From an optimization exercise on the open Yosys and OpenROAD flow, aimed at small area; shortcuts taken in it are not production practice. Function was checked by simulation only, so behaviour that the tests miss may differ from the original.

==> pepper: inputs <==
Design uart_core, start of the top module:
module uart_core #(
    parameter int unsigned BAUD_ACC_W         = 32,
    parameter int unsigned OVERSAMPLE         = 16,
    parameter int unsigned RX_FIFO_DEPTH      = 16,
    parameter int unsigned TX_FIFO_DEPTH      = 16,
    parameter bit          HAS_RTS_CTS        = 1'b1,
    parameter bit          RTS_ACTIVE_LOW     = 1'b1,
    parameter bit          CTS_ACTIVE_LOW     = 1'b1,
    parameter int unsigned RTS_DEASSERT_LEVEL = RX_FIFO_DEPTH - 2,
    parameter int unsigned RTS_ASSERT_LEVEL   = RX_FIFO_DEPTH / 2,
    parameter bit          RTL_DBG            = 1'b1
) (
    input wire clk,
    input wire rst_n,
    input  wire uart_rx_i,
    output wire uart_tx_o,
    input  wire uart_cts_i,
    output wire uart_rts_o,
    input wire        cfg_enable,
    input wire        cfg_rx_enable,
    input wire        cfg_tx_enable,
    input wire [31:0] cfg_baud_inc,
    input wire [ 1:0] cfg_parity_mode,
    input wire [ 1:0] cfg_stop_bits,
    input wire [ 1:0] cfg_data_bits,
    input wire        cfg_hw_flow_enable,
    input wire        ctrl_rx_fifo_clear,
    input wire        ctrl_tx_fifo_clear,
    input  wire       tx_byte_valid,
    output wire       tx_byte_ready,
    input  wire [7:0] tx_byte_data,
    output wire       rx_byte_valid,
    input  wire       rx_byte_ready,
    output wire [7:0] rx_byte_data,
    output wire rx_byte_frame_error,
    output wire rx_byte_parity_error,
    output wire rx_byte_break_detect,
    output wire [4:0] rx_fifo_level,
    output wire [4:0] tx_fifo_level,
    output wire rx_fifo_empty,
    output wire rx_fifo_full,
    output wire tx_fifo_empty,
    output wire tx_fifo_full,
    output wire rx_busy,
    output wire tx_busy,
    output wire cts_active,
    output wire rts_active,
    output wire cts_blocked,
    output wire event_rx_overrun,
    output wire event_rx_frame_error,
    output wire event_rx_parity_error,
    output wire event_rx_break_detect,
    output wire event_tx_done
);
export LEC_CHECK = 0
export ABC_AREA = 1
export CAP_MARGIN = 0
export CORE_MARGIN = 2
export CORE_UTILIZATION = 40
export CTS_BUF_LIST = sky130_fd_sc_hd__clkbuf_16
export CTS_CLUSTER_DIAMETER = 100
export CTS_CLUSTER_SIZE = 30
export PLACE_DENSITY = 0.8
export SLEW_MARGIN = 0
create_clock -name core_clock -period 10.0 [get_ports {clk}]
standard.sh (not shown) runs the stock make flow with config.mk's settings and CLKGATE_MAP_FILE= SYNTH_SCRIPT=/design/flow/synth_recipe.tcl, a recipe that flattens the netlist after the stock synthesis.
==> flow/flow/run.sh <==
#!/bin/bash
# Own layout flow: the standard synthesis, then the combinational logic of its netlist
# re-mapped by ABC with an area-oriented script (registers and full adders untouched, so
# every register keeps its name and cell), then the standard layout steps, with the port
# buffers made from the smallest buffer cell and a clock tree of clkbuf_16 leaves (clusters of at
# most 30 registers), clkbuf_8 root and tree buffers and no dummy loads. Each tool's output goes to
# a log file here.
set -euo pipefail
W=$PWD
R=$W/orfs/results/$FLOW_PLATFORM/uart_core/base
LIB=$FLOW_HOME/platforms/$FLOW_PLATFORM/lib/sky130_fd_sc_hd__tt_025C_1v80.lib
YOSYS=$(command -v yosys || echo "$FLOW_HOME/../tools/install/yosys/bin/yosys")

bash standard.sh synth > "$W/log_1_standard_synth.txt" 2>&1

mkdir -p "$W/reabc"
python3 flow/split_lib.py "$LIB" "$W/reabc" > "$W/log_2_split_lib.txt" 2>&1
cp "$R/1_2_yosys.v" "$W/reabc/standard_1_2_yosys.v"
cat > "$W/reabc/reabc.ys" <<YS
read_liberty -lib $W/reabc/keep.lib
read_liberty -ignore_miss_func $W/reabc/comb.lib
read_verilog $W/reabc/standard_1_2_yosys.v
hierarchy -check -top $FLOW_TOP
flatten
opt_clean
abc -liberty $LIB $(for c in sky130_fd_sc_hd__probe_p_8 sky130_fd_sc_hd__probec_p_8 '*lpflow*'; do printf -- '-dont_use %s ' "$c"; done) -script $W/flow/area.abc
read_liberty -lib -ignore_redef $LIB
opt_clean -purge
hilomap -singleton -hicell sky130_fd_sc_hd__conb_1 HI -locell sky130_fd_sc_hd__conb_1 LO
splitnets
opt_clean -purge
insbuf -buf sky130_fd_sc_hd__buf_4 A X
check -assert
stat -liberty $LIB
write_verilog -noattr -nohex -nodec $W/reabc/1_2_yosys.v
YS
"$YOSYS" -s "$W/reabc/reabc.ys" > "$W/log_3_reabc.txt" 2>&1
cp "$W/reabc/1_2_yosys.v" "$R/1_2_yosys.v"

CTS="-sink_clustering_enable -repair_clock_nets -sink_clustering_size 30 -sink_clustering_max_diameter 100"
CTS="$CTS -buf_list sky130_fd_sc_hd__clkbuf_16 -root_buf sky130_fd_sc_hd__clkbuf_8 -tree_buf sky130_fd_sc_hd__clkbuf_8 -dont_use_dummy_load"
bash standard.sh BUFFER_PORTS_ARGS="-buffer_cell sky130_fd_sc_hd__buf_1" CTS_ARGS="$CTS" finish > "$W/log_4_standard_layout.txt" 2>&1
==> flow/flow/area.abc <==
&get -n
&st
&deepsyn -J 200
&dch
&nf -R 1000
&put
topo
dnsize -c
==> flow/flow/split_lib.py <==
#!/usr/bin/env python3
"""Split the platform liberty into keep.lib (sequential cells and full adders: left as
they are) and comb.lib (other cells: read with their functions so ABC can re-map them)."""
import re, sys
src, out = sys.argv[1], sys.argv[2]
txt = open(src).read()
idx = [m.start() for m in re.finditer(r'\n\s*cell\s*\(', txt)]
head = txt[:idx[0]]
cells = []
for i, s in enumerate(idx):
    e = idx[i + 1] if i + 1 < len(idx) else txt.rfind('}')
    cells.append(txt[s:e])
def name(c):
    return re.search(r'cell\s*\(\s*"?(\w+)', c).group(1)
def keep(c):
    return re.search(r'\b(ff|latch|statetable)\s*\(', c) or re.search(r'__fa_\d', name(c))
open(out + '/keep.lib', 'w').write(head + ''.join(c for c in cells if keep(c)) + '\n}\n')
open(out + '/comb.lib', 'w').write(head + ''.join(c for c in cells if not keep(c)) + '\n}\n')
==> inputs of ember, as changes to pepper <==
--- a/flow/design.v
+++ b/flow/design.v
@@ -12,22 +12,11 @@
   localparam logic [1:0] UART_DATA_6 = 2'd1;
   localparam logic [1:0] UART_DATA_7 = 2'd2;
   localparam logic [1:0] UART_DATA_8 = 2'd3;
 endpackage
 `default_nettype none
-module uart_core #(
-    parameter int unsigned BAUD_ACC_W         = 32,
-    parameter int unsigned OVERSAMPLE         = 16,
-    parameter int unsigned RX_FIFO_DEPTH      = 16,
-    parameter int unsigned TX_FIFO_DEPTH      = 16,
-    parameter bit          HAS_RTS_CTS        = 1'b1,
-    parameter bit          RTS_ACTIVE_LOW     = 1'b1,
-    parameter bit          CTS_ACTIVE_LOW     = 1'b1,
-    parameter int unsigned RTS_DEASSERT_LEVEL = RX_FIFO_DEPTH - 2,
-    parameter int unsigned RTS_ASSERT_LEVEL   = RX_FIFO_DEPTH / 2,
-    parameter bit          RTL_DBG            = 1'b1
-) (
+module uart_core (
     input wire clk,
     input wire rst_n,
     input  wire uart_rx_i,
     output wire uart_tx_o,
     input  wire uart_cts_i,
@@ -150,11 +139,11 @@
       r_st_q    <= R_IDLE;
       r_armed_q <= 1'b1;
     end else begin
       case (r_st_q)
         R_IDLE, R_IDLEV: begin
-          r_cnt_q <= 4'd8;   
+          r_cnt_q <= 4'd0;
           r_bi_q  <= 3'd0;
           r_st_q  <= R_IDLE;
           if (rx) begin
             r_armed_q <= 1'b1;
           end else if (r_armed_q) begin
@@ -167,12 +156,18 @@
               r_podd_q <= cfg_parity_mode[1];
             end
           end
         end
         R_START: begin
-          if (ot_q) r_cnt_q <= r_cnt_q + 4'd1;
-          if (r_full_tick) r_st_q <= rx ? R_IDLE : R_DATA;
+          if (ot_q) begin
+            if (r_cnt_q == 4'd7) begin
+              r_cnt_q <= 4'd0;
+              r_st_q  <= rx ? R_IDLE : R_DATA;
+            end else begin
+              r_cnt_q <= r_cnt_q + 4'd1;
+            end
+          end
         end
         R_DATA: begin
           if (ot_q) r_cnt_q <= r_cnt_q + 4'd1;
           if (r_full_tick) begin
             r_data_q <= r_data_shift;
--- a/flow/flow/run.sh
+++ b/flow/flow/run.sh
@@ -1,12 +1,10 @@
 #!/bin/bash
 # Own layout flow: the standard synthesis, then the combinational logic of its netlist
-# re-mapped by ABC with an area-oriented script (registers and full adders untouched, so
+# re-mapped by ABC with an area-oriented script (registers, full and half adders untouched, so
 # every register keeps its name and cell), then the standard layout steps, with the port
-# buffers made from the smallest buffer cell and a clock tree of clkbuf_16 leaves (clusters of at
-# most 30 registers), clkbuf_8 root and tree buffers and no dummy loads. Each tool's output goes to
-# a log file here.
+# buffers made from the smallest buffer cell. Each tool's output goes to a log file here.
 set -euo pipefail
 W=$PWD
 R=$W/orfs/results/$FLOW_PLATFORM/uart_core/base
 LIB=$FLOW_HOME/platforms/$FLOW_PLATFORM/lib/sky130_fd_sc_hd__tt_025C_1v80.lib
 YOSYS=$(command -v yosys || echo "$FLOW_HOME/../tools/install/yosys/bin/yosys")
@@ -35,8 +33,6 @@
 write_verilog -noattr -nohex -nodec $W/reabc/1_2_yosys.v
 YS
 "$YOSYS" -s "$W/reabc/reabc.ys" > "$W/log_3_reabc.txt" 2>&1
 cp "$W/reabc/1_2_yosys.v" "$R/1_2_yosys.v"
 
-CTS="-sink_clustering_enable -repair_clock_nets -sink_clustering_size 30 -sink_clustering_max_diameter 100"
-CTS="$CTS -buf_list sky130_fd_sc_hd__clkbuf_16 -root_buf sky130_fd_sc_hd__clkbuf_8 -tree_buf sky130_fd_sc_hd__clkbuf_8 -dont_use_dummy_load"
-bash standard.sh BUFFER_PORTS_ARGS="-buffer_cell sky130_fd_sc_hd__buf_1" CTS_ARGS="$CTS" finish > "$W/log_4_standard_layout.txt" 2>&1
+bash standard.sh BUFFER_PORTS_ARGS="-buffer_cell sky130_fd_sc_hd__buf_1" finish > "$W/log_4_standard_layout.txt" 2>&1
==> flow/flow/area.abc (replaced) <==
&get -n
&st
&dch
&nf -R 1000
&put
topo
dnsize -c
==> flow/flow/split_lib.py (replaced) <==
#!/usr/bin/env python3
"""Split the platform liberty into keep.lib (sequential cells, full and half adders: left as
they are) and comb.lib (other cells: read with their functions so ABC can re-map them)."""
import re, sys
src, out = sys.argv[1], sys.argv[2]
txt = open(src).read()
idx = [m.start() for m in re.finditer(r'\n\s*cell\s*\(', txt)]
head = txt[:idx[0]]
cells = []
for i, s in enumerate(idx):
    e = idx[i + 1] if i + 1 < len(idx) else txt.rfind('}')
    cells.append(txt[s:e])
def name(c):
    return re.search(r'cell\s*\(\s*"?(\w+)', c).group(1)
def keep(c):
    return re.search(r'\b(ff|latch|statetable)\s*\(', c) or re.search(r'__(fa|ha)_\d', name(c))
open(out + '/keep.lib', 'w').write(head + ''.join(c for c in cells if keep(c)) + '\n}\n')
open(out + '/comb.lib', 'w').write(head + ''.join(c for c in cells if not keep(c)) + '\n}\n')
- CAP_MARGIN: 0 -> 20
- PLACE_DENSITY: 0.8 -> unset
- SLEW_MARGIN: 0 -> 20
==> summary.txt <==
The run finished with no timing, DRC or antenna violations. Averaged over all synthesized cells, the footprint is 13.5 um^2. After detailed placement, the design holds a cell count of ~1600. Summed over all layers, the routed wires come to 30300 um.

Leaving out fill and tap cells, the most frequent cells in the layout are 226 x sky130_fd_sc_hd__dfxtp_1, 166 x sky130_fd_sc_hd__edfxtp_1, 96 x sky130_fd_sc_hd__buf_1, 67 x sky130_fd_sc_hd__nor2_1, 58 x sky130_fd_sc_hd__clkinv_1. The sequential portion of the cell area came out at 60.6%. The fraction of standard cell area in multi-input logic is 27.6%. The total met2 wirelength after detailed routing came out at 14300 um. After layout, the minimum clock period comes to 9.26 ns. The netlist area before placement came out at around 0.014 mm^2.
The numbers above come from ember.

==> summary.txt <==
After detailed routing, the met2 layer carries 14900 um of wire. For the finished layout, the period the worst path requires is 9.52 ns. The mean cell area of the mapped netlist is 13.2 um^2. Multi-input gates account for 27.1% of the area. The number of cells after detailed placement came out at 1605. The aggregate routed wire length is 30500 um. The flow ran to the end and the layout has no timing, DRC or antenna violations.
The numbers above come from pepper.

[afterwards: timing with drivers on the ports]
The flow's constraints put no driver on any port. The routed layouts listed below were extracted and timed again, unchanged, in two steps. Step 1: set_driving_cell puts a clkbuf_16 on clk and a buf_2 on each other input, an assumption about the parent block. Step 2 adds t to the input delays and takes it off the output delays; t is the mean of the earliest and latest rising clock arrival at the registers after step 1. Input paths then give back, and output paths get back, about the clock's delay inside the block. Slacks: ideal ports / drivers / drivers and shift; pairs: ideal ports / drivers.
run | t (ns) | slack for setup (ns) | hold slack, ns | clock arrival spread, ns | pins driven straight from the clock port
pepper | 0.601 | 0.482 / 0.501 / -0.100 | 0.324 / 0.324 / 0.324 | 0.052 / 0.053 | 1
ember | 0.562 | 0.738 / 0.763 / 0.201 | 0.352 / 0.352 / 0.352 | 0.030 / 0.030 | 1
With both steps, setup timing fails in pepper, where it was met with ideal ports. The setup slack of pepper, which loses most, moves by +0.019 ns with the drivers and by -0.582 ns with both steps.
